Context: an optimization exercise on an open-source flow, tuned for small area and a short achievable clock period. The choices shown serve that exercise and are no tape-out recipe. Function was not checked in any run shown here: the RTL went through the layout flow alone. Power figures rest on the tool's default switching activity, not on a simulated workload.

==> flow/design.v, too long to show whole: its modules and the start of the top module <==
// module AdderPair: 28 lines
// module Comparator: 6 lines
// module PAdd: 51 lines
// module CellAO21: 3 lines
// module CellAND2: 3 lines
// module CellXOR2: 3 lines
// module CellNOR2: 3 lines
// module Counter: 16 lines
// module FA: 7 lines
// module HA: 7 lines
// module Multiply16x16: 1789 lines
// module Multiply8x8: 509 lines
// module Tree8x8: 299 lines
// module MuxMod: 14 lines
// module PathSegment: 22 lines
// module ChipLevel: 23 lines
module ChipLevel (
   input  logic [15:0] data16_a, data16_b, data16_c, data16_d,
   input  logic [7:0] din_a, din_b,
   input  logic [1:0] sel,
   input  logic clk, cin, rst, start,
   input  logic s1, s2, op,
   output logic [15:0] mux_out, regout,
   output logic [31:0] m32_out,
   output logic cout1, cout2, comp_out1, comp_out2
);
  // ...
==> flow/flow/run.sh <==
#!/bin/bash
# Layout flow: the standard one, except that synthesis keeps the design's FA
# modules as the library's full-adder cell (flow/synth_fa.tcl) and leaves the
# remaining logic to ABC without re-extracting adders from it.  The
# registers must come out exactly as in the standard synthesis (same names
# and cell types); if they do not, the standard synthesis is used instead.
set -uo pipefail
R=orfs/results/$FLOW_PLATFORM/ChipLevel/base

bash standard.sh synth > std_synth.log 2>&1 || exit 1
cp $R/1_2_yosys.v std_1_2_yosys.v

# 2. the synthesis with full-adder cells, in a work folder of its own
MK=$(sed -n 's/^make -C \S* \(.*\) "\${@:-finish}"$/\1/p' standard.sh | sed 's|WORK_HOME=\S*||; s|SYNTH_SCRIPT=\S*||')
read -ra MKARGS <<< "$MK"
make -C "$FLOW_HOME" "${MKARGS[@]}" WORK_HOME="$PWD/orfs_fa" SYNTH_SCRIPT="$PWD/flow/synth_fa.tcl" \
  "SYNTH_KEEP_MODULES=FA HA CellAO21 CellAND2 CellXOR2 CellNOR2" "ADDER_MAP_FILE=" synth > fa_synth.log 2>&1
ok=$?
if [[ $ok -eq 0 ]] && python3 flow/same_regs.py std_1_2_yosys.v orfs_fa/results/$FLOW_PLATFORM/ChipLevel/base/1_2_yosys.v > regs_check.log 2>&1; then
  echo "using the full-adder synthesis" > synth_choice.log
  cp orfs_fa/results/$FLOW_PLATFORM/ChipLevel/base/1_2_yosys.v $R/1_2_yosys.v
  rm -f $R/1_synth.odb $R/1_synth.sdc
else
  echo "using the standard synthesis (fa synth exit $ok)" > synth_choice.log
fi

# 3. the rest of the standard flow, with the ORFS settings in flow/make_args.txt
EXTRA=()
if [[ -f flow/make_args.txt ]]; then
  while read -r line; do [[ -n "$line" && "$line" != \#* ]] && EXTRA+=("${line//@FLOW@/$PWD/flow}"); done < flow/make_args.txt
fi
bash standard.sh finish "${EXTRA[@]}" > std_finish.log 2>&1
==> flow/flow/make_args.txt <==
BUFFER_PORTS_ARGS=-buffer_cell sky130_fd_sc_hd__buf_1
POST_GLOBAL_PLACE_TCL=@FLOW@/post_gpl.tcl
DONT_USE_CELLS=sky130_fd_sc_hd__probe_p_8 sky130_fd_sc_hd__probec_p_8 sky130_fd_sc_hd__lpflow_bleeder_1 sky130_fd_sc_hd__lpflow_clkbufkapwr_1 sky130_fd_sc_hd__lpflow_clkbufkapwr_16 sky130_fd_sc_hd__lpflow_clkbufkapwr_2 sky130_fd_sc_hd__lpflow_clkbufkapwr_4 sky130_fd_sc_hd__lpflow_clkbufkapwr_8 sky130_fd_sc_hd__lpflow_clkinvkapwr_1 sky130_fd_sc_hd__lpflow_clkinvkapwr_16 sky130_fd_sc_hd__lpflow_clkinvkapwr_2 sky130_fd_sc_hd__lpflow_clkinvkapwr_4 sky130_fd_sc_hd__lpflow_clkinvkapwr_8 sky130_fd_sc_hd__lpflow_decapkapwr_12 sky130_fd_sc_hd__lpflow_decapkapwr_3 sky130_fd_sc_hd__lpflow_decapkapwr_4 sky130_fd_sc_hd__lpflow_decapkapwr_6 sky130_fd_sc_hd__lpflow_decapkapwr_8 sky130_fd_sc_hd__lpflow_inputiso0n_1 sky130_fd_sc_hd__lpflow_inputiso0p_1 sky130_fd_sc_hd__lpflow_inputiso1n_1 sky130_fd_sc_hd__lpflow_inputiso1p_1 sky130_fd_sc_hd__lpflow_inputisolatch_1 sky130_fd_sc_hd__lpflow_isobufsrc_1 sky130_fd_sc_hd__lpflow_isobufsrc_16 sky130_fd_sc_hd__lpflow_isobufsrc_2 sky130_fd_sc_hd__lpflow_isobufsrc_4 sky130_fd_sc_hd__lpflow_isobufsrc_8 sky130_fd_sc_hd__lpflow_isobufsrckapwr_16 sky130_fd_sc_hd__lpflow_lsbuf_lh_hl_isowell_tap_1 sky130_fd_sc_hd__lpflow_lsbuf_lh_hl_isowell_tap_2 sky130_fd_sc_hd__lpflow_lsbuf_lh_hl_isowell_tap_4 sky130_fd_sc_hd__lpflow_lsbuf_lh_isowell_4 sky130_fd_sc_hd__lpflow_lsbuf_lh_isowell_tap_1 sky130_fd_sc_hd__lpflow_lsbuf_lh_isowell_tap_2 sky130_fd_sc_hd__lpflow_lsbuf_lh_isowell_tap_4  sky130_fd_sc_hd__clkdlybuf4s15_1 sky130_fd_sc_hd__clkdlybuf4s15_2 sky130_fd_sc_hd__clkdlybuf4s18_1 sky130_fd_sc_hd__clkdlybuf4s18_2 sky130_fd_sc_hd__clkdlybuf4s25_1 sky130_fd_sc_hd__clkdlybuf4s25_2 sky130_fd_sc_hd__clkdlybuf4s50_1 sky130_fd_sc_hd__clkdlybuf4s50_2
==> flow/flow/post_gpl.tcl <==
# The standard port buffering gives every port a buf_1 (BUFFER_PORTS_ARGS);
# input ports fan out to many cells, so their buffers become buf_4.
foreach inst [get_cells input*] {
  if {[get_property $inst ref_name] eq "sky130_fd_sc_hd__buf_1"} {
    replace_cell $inst sky130_fd_sc_hd__buf_4
  }
}
==> flow/flow/same_regs.py <==
"""Exit 0 if two netlists have the same flip-flops (instance names and cell types)."""
import re, sys

def regs(path):
    txt = open(path).read()
    return sorted(re.findall(r'(sky130_fd_sc_hd__(?:df|edf|sdf|dl)\w*)\s+(\S+)\s*\(', txt))

a, b = regs(sys.argv[1]), regs(sys.argv[2])
print(len(a), "registers in the standard synthesis,", len(b), "in the other")
if a != b or not a:
    print("differ:", sorted(set(a) ^ set(b))[:20])
    sys.exit(1)
print("same")
==> flow/flow/synth_fa.tcl <==
# synth_recipe.tcl with one change: the small gate modules of the design (FA,
# HA and the Cell* gates), kept as hierarchy through SYNTH_KEEP_MODULES,
# become the library's matching cells instead of being flattened and
# re-synthesized, so the adders keep the structure the RTL gives them.
proc synth {args} { yosys synth -nofsm -noshare {*}$args }
source $::env(SCRIPTS_DIR)/synth.tcl
foreach {m c} {
  FA       sky130_fd_sc_hd__fa_1
  HA       sky130_fd_sc_hd__ha_1
  CellAO21 sky130_fd_sc_hd__a21o_1
  CellAND2 sky130_fd_sc_hd__and2_1
  CellXOR2 sky130_fd_sc_hd__xor2_1
  CellNOR2 sky130_fd_sc_hd__nor2_1
} {
  if {[lsearch -exact $::env(SYNTH_KEEP_MODULES) $m] >= 0} {
    chtype -set $c t:$m
    delete $m
  }
}
# left out here: clear keep_hierarchy, flatten, clean up, hide names made inside functions
tee -o $::env(REPORTS_DIR)/synth_stat_fa.txt stat {*}$lib_args
# left out here: write 1_2_yosys.v
==> flow/standard.sh <==
#!/bin/bash
# synth_recipe.tcl (not shown) runs the flow's synth.tcl, then flattens the netlist and writes it again
# the make line also repeats each setting of config.mk as NAME=value (left out here)
make -C /OpenROAD-flow-scripts/flow DESIGN_CONFIG=/design/flow/config.mk WORK_HOME=/design/flow/orfs CLKGATE_MAP_FILE= SYNTH_SCRIPT=/design/flow/synth_recipe.tcl "${@:-finish}"
==> flow/config.mk <==
export PLATFORM = sky130hd
export DESIGN_NAME = ChipLevel
export DESIGN_NICKNAME = ChipLevel
export VERILOG_FILES = /design/flow/design.v
export SDC_FILE = /design/flow/constraint.sdc
export NUM_CORES = 4
export LEC_CHECK = 0
export CAP_MARGIN = 20
export CORE_MARGIN = 2
export CORE_UTILIZATION = 60
export SETUP_SLACK_MARGIN = 3.3
export SLEW_MARGIN = 20
==> flow/constraint.sdc <==
create_clock -name core_clock -period 8.0 [get_ports {clk}]
set_input_delay 1.6000 -clock core_clock [delete_from_list [all_inputs] [get_ports {clk}]]
set_output_delay 1.6000 -clock core_clock [all_outputs]
set_load 0.01 [all_outputs]
==> summary.txt, run 1 <==
- Status: no timing/DRC/antenna violations
- DP HPWL: 30.1 mm
- Die Wd: 172 um
- DRC: 0
- Cts bufs inserted: 17
- Crit path buf inv count: 2
- Antenna violations before repair: 0
- Max VDD drop: 0.000139 V
- Comb group: ~0.0029 W
- Sw frac: between 40% and 50%
- Vias in the first global route: approximately 12k
- FF-to-FF Start: u7.BDATA[6]
- Total wire length: 38.6 mm
- TritonCTS Sinks: 189
- Combinational share of power: 55.3%
- Sequential cells: roughly 190
- CP Launch Point: data16_a[10]
- Input/output buffers: between 150 and 200
- Reg2reg path depth: 13
- Setup WS post-layout: roughly 3400 ps
- Power share of the clock group: roughly 17%
- Hold wc startpoint: u1.lo1[3]
- Most common cell after layout, fill and taps aside: nand2_1
- CP Data Arrival Time: 4940 ps
- Met2 usage: 49.6%
- Commonest cells after routing, fill and taps aside: nand2_1, fa_1, dfxtp_1, a21o_1, xor2_1
- Clock tree buffer depth: 2
- Total congestion overflow: 0
- Synth Instances: 1675
- GRT Total Usage: 28.1%
- Post-route cell area: about 18000 um2
- Io pins: roughly 160
- Routed length on met2: roughly 20 mm
==> inputs of run 2 (changes only) <==
--- a/flow/config.mk
+++ b/flow/config.mk
@@ -8,5 +8,5 @@
 export CAP_MARGIN = 20
 export CORE_MARGIN = 2
 export CORE_UTILIZATION = 60
-export SETUP_SLACK_MARGIN = 3.3
+export SETUP_SLACK_MARGIN = 3.6
 export SLEW_MARGIN = 20
==> run 2 against run 1 <==
  * Still clean on timing, DRC and antenna
  * Flip-flop and latch count is the same
  * Final cell count is 0.90% higher
  * Register-to-register slack better by 270 ps
  * Hold slack better by 1.7 ps
  * Total power up 1.6%
  * Wire length increased by 1.4%
  * Global-route usage rose by 0.070 points
  * Largest cell class unchanged
==> summary.txt, run 2 <==
- Total negative slack: 0 ps (unchanged)
- Worst Tran Pin Value: 915 ps (was 919 ps)
- Total number of H-tree levels: 4 (unchanged)
- Minimum clock period after layout: 4400 ps (was 4610 ps)
- Global-route track usage on met1: 35.4% (was 35.7%)
- Crit-path slowest cell: fa_1 (unchanged)
- Gr busiest metal: met2 (unchanged)
- Final Max Slew Viols: 0 (unchanged)
- Final period utilization: 55.0% (was 57.7%)
- Worst-path clk slew: 80 ps (about the same)
- Hold Path Sink: u1.ad16[4] (was u1.ad16[3])
- Max frequency: 227 MHz (was 217 MHz)
- Register-to-register setup slack: 3780 ps (was 3510 ps)
- DP HPWL: 30.4 mm (was 30.1 mm)
- N_diodes: 0 (unchanged)
- Critical path's top delay family: adder cells (unchanged)
- Hold wc startpoint: u1.lo1[4] (was u1.lo1[3])
- Layout fillers: 2293 (was 2309)
- CP Class: in2reg (unchanged)
- Starting density of the core: 61.0% (unchanged)
- Die Wd: 172 um (unchanged)
- Final #Nets: 2148 (was 2129)
- Io pins: 157 (unchanged)
- Clock tree buffer depth: 2 (unchanged)
- DRT antenna net count: 0 (unchanged)
- Most common cell after layout, fill and taps aside: nand2_1 (unchanged)
- P_leak: 7.92 nW (was 7.77 nW)
- Worst path max stage delay: 540 ps (was 570 ps)
- Die Area: 29600 um2 (unchanged)
- TritonCTS Sinks: 189 (unchanged)
- Final Hold Vio Count: 0 (unchanged)
- Cts hold-fix bufs: 0 (unchanged)
- Antenna violations before repair: 0 (unchanged)
- Hold Path Cell Cnt: 0 (unchanged)
- Die Y: 172 um (unchanged)
- Slew HR: 39.0% (was 38.7%)
- Largest net degree at the start of global routing: 40 (unchanged)
- GRT Total Usage: 28.1% (about the same)
- CP required: 8320 ps (was 8330 ps)
- Area of the multi-input gates: 12200 um2 (was 12100 um2)
- Crit path buf inv count: 1 (was 2)
- Final Util: 67.8% (was 66.4%)
- Syn-to-layout area delta: 11.2% (was 8.96%)
- Setup crit end kind: register (unchanged)
- DRC: 0 (unchanged)
- Synth Instances: 1675 (unchanged)
- CTS root buf: clkbuf_16 (unchanged)
- HP Class: reg2reg (unchanged)
- Routed len/inst: 18.3 um (was 18.2 um)
- Row count: 61 (unchanged)
- Commonest cells after routing, fill and taps aside: nand2_1, fa_1, dfxtp_1, a21o_1, xor2_1 (unchanged)
- Final setup vio count: 0 (unchanged)
- Total congestion overflow: 0 (unchanged)
- Crit path top cell by count: fa_1 (unchanged)
- RSZ-0062 raised after global routing: true (was false)
- Status: no timing/DRC/antenna violations (unchanged)
- R2r endpoint: u7.REGOUT[15] (unchanged)
- Vias in the first global route: 12.5k (about the same)
- Max cap viols: 0 (unchanged)
- FF-to-FF Start: u7.BDATA[7] (was u7.BDATA[6])
- Later-pin clock latency in the skew report: 450 ps (about the same)
- 1st-iter DRT viols: 606 (was 593)
- Input/output buffers: 156 (unchanged)
- Number of vias per cell: 5.53 (was 5.59)
- Via count: 11.8k (was 11.9k)
- TritonCTS clock tree: done (unchanged)
- CP cell instances: buf_8, nand2_1, fa_2, fa_1, fa_1, fa_1, fa_1, fa_2 (was buf_4, buf_1, nand2_1, fa_1, fa_1, fa_1, fa_1, fa_1)
- Register Area: 4100 um2 (unchanged)
- Total wire length: 39.2 mm (was 38.6 mm)
- Avg Inst Size Synth: 10.1 um2 (unchanged)
- Layout Skew: 12.1 ps (was 12.0 ps)
- CP Data Arrival Time: 4730 ps (was 4940 ps)
- Maximum fanout along the worst path: 15 (was 10)
- Max VDD drop: 0.000143 V (was 0.000139 V)
- Share of cells above drive strength 1: 16.7% (was 13.8%)
- Drt first pass iters: 5 (was 8)
- Syn_nets: 2073 (unchanged)
- Cell Area, Synth: 16900 um2 (unchanged)
- Met2 usage: 49.1% (was 49.6%)
- Startpoint types: input port (unchanged)
- Cts bufs inserted: 17 (unchanged)
- Yosys Warn Count: 6 (unchanged)
- Power per cell area: 280 nW/um2 (was 281 nW/um2)
- Core Box Area: 27800 um2 (unchanged)
- Reg2reg path depth: 12 (was 13)
- Routing usage on met3: 5.40% (was 4.26%)
- First-pass GRT wire length: 63.7 mm (was 63.3 mm)
run 2: worst reg2reg max path: cells and delay by family (launching register included):
family          cells  cell delay [ps]
flops               1              580
compound gates      4              780
xor+xnor            1              130
mux                 1               70
simple gates        1              160
fa+ha+maj           5             2380
run 2: power by group:
part	switching (W)	internal, W	leakage [nW]
sequential	0.000159	0.00126	1.64
clock	0.000460	0.000436	0.303
combinational	0.00157	0.00138	5.98
total	0.00218	0.00308	7.92
run 2: final cells by class:
| cell class | count | share of cell area [%] |
|---|---|---|
| inverters | 37 | 0.737 |
| well taps | 378 | 2.51 |
| repair buffers | 206 | 7.00 |
| clock inverters | 15 | 1.06 |
| multi-input cells | 1299 | 64.7 |
| flip-flops and latches | 189 | 21.8 |
| clock buffers | 17 | 2.26 |
run 2: how the worst max path moves through the flow:
stage	from	endpoint	slack, ps	cells after the start
2_1_floorplan	data16_a[13]	u5.q1_17	3170	9
3_3_place_gp	data16_b[1]	u5.q1_8	2420	10
3_5_place_dp	data16_b[1]	u5.q1_8	2820	10
4_1_cts	data16_b[0]	u5.q1_17	3600	9
5_1_grt	data16_a[12]	u5.q1_17	3540	9
6_report	data16_a[4]	u5.q1_17	3600	8
run 2: metal layers:
layer	vias to the layer above	routed length, um
met5	-	0
met4	0	969
met3	77	2320
met2	370	19800
met1	5961	16100
li1	5440	-
run 2: through the flow:
step	power [W]	instances	instance area (um2)	hold WS, ps	setup slack (ps)
2_1_floorplan	0.00395	1675	18000	310	3170
3_3_place_gp	0.00431	2092	17600	311	2420
3_5_place_dp	0.00439	2092	17900	314	2820
4_1_cts	0.00531	2124	18700	329	3600
5_1_grt	0.00577	2141	18800	337	3540
6_report	0.00527	2141	18800	330	3600
run 2: what timing repair did:
item,CTS,global route
setup buffers,0,17
gates resized for setup,48,27
pin swaps,0,2
setup endpoints to repair,40,33
cloned,0,0
==> inputs of run 3 (changes only) <==
--- a/flow/config.mk
+++ b/flow/config.mk
@@ -8,5 +8,5 @@
 export CAP_MARGIN = 20
 export CORE_MARGIN = 2
 export CORE_UTILIZATION = 60
-export SETUP_SLACK_MARGIN = 3.6
+export SETUP_SLACK_MARGIN = 3.9
 export SLEW_MARGIN = 20
==> run 3 against run 2 <==
  * Final cell count rose by 4.8%
  * Die area did not move
  * Critical path depth rose by 2
  * Hold slack improved by 2.7 ps
  * Clock skew rose by 1.6 ps
  * Worst setup slack improved by 9.0 ps
  * Wire length rose by 6.4%
  * Synthesized cell count did not move
  * Synthesized area did not move
  * Fmax rose by 0.21%
  * Via count rose by 5.2%
  * Global-route usage rose by 1.5 points
  * Critical endpoint unchanged
==> summary.txt, run 3 <==
- Setup crit end kind: register (unchanged)
- Io pins: 157 (unchanged)
- HP Class: reg2reg (unchanged)
- Syn-to-layout area delta: 19.4% (was 11.2%)
- CTS root buf: clkbuf_16 (unchanged)
- DRC: 0 (unchanged)
- Cts bufs inserted: 17 (unchanged)
- N_diodes: 0 (unchanged)
- RSZ-0062 raised after global routing: true (unchanged)
- Sequential share of power: 25.7% (was 27.0%)
- Layout Skew: 13.7 ps (was 12.1 ps)
- Antenna violations before repair: 0 (unchanged)
- Commonest cells after routing, fill and taps aside: nand2_1, fa_1, dfxtp_1, a21o_1, buf_1 (was nand2_1, fa_1, dfxtp_1, a21o_1, xor2_1)
- Largest net degree at the start of global routing: 40 (unchanged)
- Yosys Warn Count: 6 (unchanged)
- Final Hold Vio Count: 0 (unchanged)
- Vias in the first global route: 13.0k (was 12.5k)
- Share of cells above drive strength 1: 24.2% (was 16.7%)
- First-pass GRT wire length: 66.4 mm (was 63.7 mm)
- Maximum fanout along the worst path: 8 (was 15)
- Max frequency: 228 MHz (was 227 MHz)
- Final Util: 72.8% (was 67.8%)
- Total negative slack: 0 ps (unchanged)
- 1st-iter DRT viols: 769 (was 606)
- Cell Area, Synth: 16900 um2 (unchanged)
- Later-pin clock latency in the skew report: 460 ps (was 450 ps)
- Most common cell after layout, fill and taps aside: nand2_1 (unchanged)
- CP Data Arrival Time: 4790 ps (was 4730 ps)
- Power per cell area: 275 nW/um2 (was 280 nW/um2)
- Sw frac: 41.2% (was 41.5%)
- Power share of the clock group: 16.5% (was 17.0%)
- Total wire length: 41.7 mm (was 39.2 mm)
- Routed len/inst: 18.6 um (was 18.3 um)
- Total number of H-tree levels: 4 (unchanged)
- Minimum clock period after layout: 4390 ps (was 4400 ps)
- Register Area: 4110 um2 (was 4100 um2)
- Die Y: 172 um (unchanged)
- GRT Total Usage: 29.6% (was 28.1%)
- Avg Inst Size Synth: 10.1 um2 (unchanged)
- Number of vias per cell: 5.55 (was 5.53)
- CP Class: in2reg (unchanged)
- P_leak: 8.54 nW (was 7.92 nW)
- Int Pwr: 0.00328 W (was 0.00308 W)
- Clock tree buffer depth: 2 (unchanged)
- Final period utilization: 54.9% (was 55.0%)
- Syn_nets: 2073 (unchanged)
- Die Wd: 172 um (unchanged)
- Starting density of the core: 61.0% (unchanged)
- Layout fillers: 2078 (was 2293)
- Drt first pass iters: 5 (unchanged)
- Max cap viols: 0 (unchanged)
- Row count: 61 (unchanged)
- DP HPWL: 30.4 mm (about the same)
- Combinational share of power: 57.9% (was 56.0%)
- Input/output buffers: 156 (unchanged)
- TritonCTS clock tree: done (unchanged)
- DRT antenna net count: 0 (unchanged)
- Total congestion overflow: 0 (unchanged)
- Synth Instances: 1675 (unchanged)
- TritonCTS Sinks: 189 (unchanged)
- Worst Tran Pin Value: 951 ps (was 915 ps)
- Total power draw: 0.00557 W (was 0.00527 W)
- Hold_ws: 333 ps (was 330 ps)
- Status: no timing/DRC/antenna violations (unchanged)
- Max VDD drop: 0.000147 V (was 0.000143 V)
- Final Max Slew Viols: 0 (unchanged)
- Final #Nets: 2250 (was 2148)
- DP Cell Count: 2092 (unchanged)
- Startpoint types: input port (unchanged)
- Worst-path clk slew: 90 ps (was 80 ps)
- Post-Layout Cell Count: 2243 (was 2141)
- Core Box Area: 27800 um2 (unchanged)
- CP required: 8400 ps (was 8320 ps)
- Sw power: 0.00229 W (was 0.00218 W)
- Area of the multi-input gates: 12500 um2 (was 12200 um2)
- Final setup vio count: 0 (unchanged)
- Slew HR: 36.6% (was 39.0%)
- Die Area: 29600 um2 (unchanged)
- Cts hold-fix bufs: 0 (unchanged)
- Via count: 12.5k (was 11.8k)
==> run 3: changes by cell type in the layout (fill, tap and decap cells not counted), moves of 8 or more <==
cell     before  now
fa_1        221  174
buf_16        0    8
buf_1        87  119
nand2_1     386  364
fa_2         56  103
buf_2        16   39
buf_6        24   37
nand2_2      14   29
buf_8         5   13
buf_12        2   17
==> run 3: final cells by class <==
cell class                 count  share of cell area, %
inverter                      37                  0.687
clock buffer                  17                   2.10
timing repair buffer         308                   11.6
clock inverter                15                   1.05
sequential                   189                   20.3
multi-input combinational   1299                   61.9
tap                          378                   2.34
==> run 3: worst paths after layout <==
check             slack, ps    startpoint  cells after the start      endpoint
hold reg to reg         330     u1.lo1[0]                      0    u1.ad16[0]
setup reg to reg       3900   u7.BDATA[6]                     18  u7.REGOUT[9]
hold / removal          330     u1.lo1[0]                      0    u1.ad16[0]
setup / recovery       3610  data16_a[10]                     10      u5.q1_17
==> run 3: metrics by stage <==
step           instance area (um2)  setup slack [ps]
4_1_cts                      19600              3610
3_5_place_dp                 18000              2820
3_3_place_gp                 17700              2460
2_1_floorplan                18200              3180
6_report                     20200              3610
5_1_grt                      20200              3590
==> run 3: worst max-delay path, cell delays in order <==
cell and delay [ps]:
buf_6 80, buf_12 130, nand2_2 70, fa_2 360
fa_1 490, fa_2 370, fa_2 350, fa_1 460
fa_2 350, fa_2 530
==> run 3: power groups by stage <==
stage | sequential, W | clock, W | combinational [W]
finish | 0.00143 | 0.000918 | 0.00322
global route | 0.00146 | 0.000973 | 0.00365
CTS | 0.00142 | 0.000932 | 0.00312
detailed placement | 0.00145 | 0 | 0.00296
global placement | 0.00145 | 0 | 0.00287
floorplan | 0.00141 | 0 | 0.00256
==> run 3: timing repair <==
item                       CTS  global route
cloned                       1             0
setup endpoints to repair   70            57
gates resized for setup    202            98
setup buffers               61            57
pin swaps                   46            49
hold endpoints to repair     0             0
==> run 3: routing by layer <==
layer	GRT usage, %	part of all wire, %	vias to the layer above
met3	5.45	6.6	80
met4	10.2	2.7	0
met2	51.2	50	451
met1	37.7	40	6287
li1	-	-	5641
met5	0	0	-

==> port drivers added, routing unchanged <==
Ports are ideal in the flow. The routed layouts listed here were re-timed in OpenROAD.
Step 1 assumes that a clkbuf_16 drives the clock port and a buf_2 every other input.
Step 2 moves the port delays by t, midway between the first and last clock arrival at a register: inputs arrive t later, outputs are due t later. That takes back most of the time a late clock gives input paths.
Slacks: no drivers / after step 1 / after step 2; pairs: no drivers / after step 1.
| run | t, ns | setup slack, ns | worst setup path after step 2 | clock arrival spread, ns | pins driven straight from the clock port |
|---|---|---|---|---|---|
| run 1 | 0.497 | 3.386 / 3.404 / 2.906 | input to register | 0.015 / 0.015 | 1 |
| run 2 | 0.496 | 3.597 / 3.597 / 3.101 | input to register | 0.015 / 0.016 | 1 |
| run 3 | 0.503 | 3.606 / 3.586 / 3.083 | input to register | 0.019 / 0.018 | 1 |
After both steps every run listed still meets setup and hold. For run 3, which loses most, drivers alone change the setup slack by -0.020 ns; drivers and shift together by -0.523 ns.
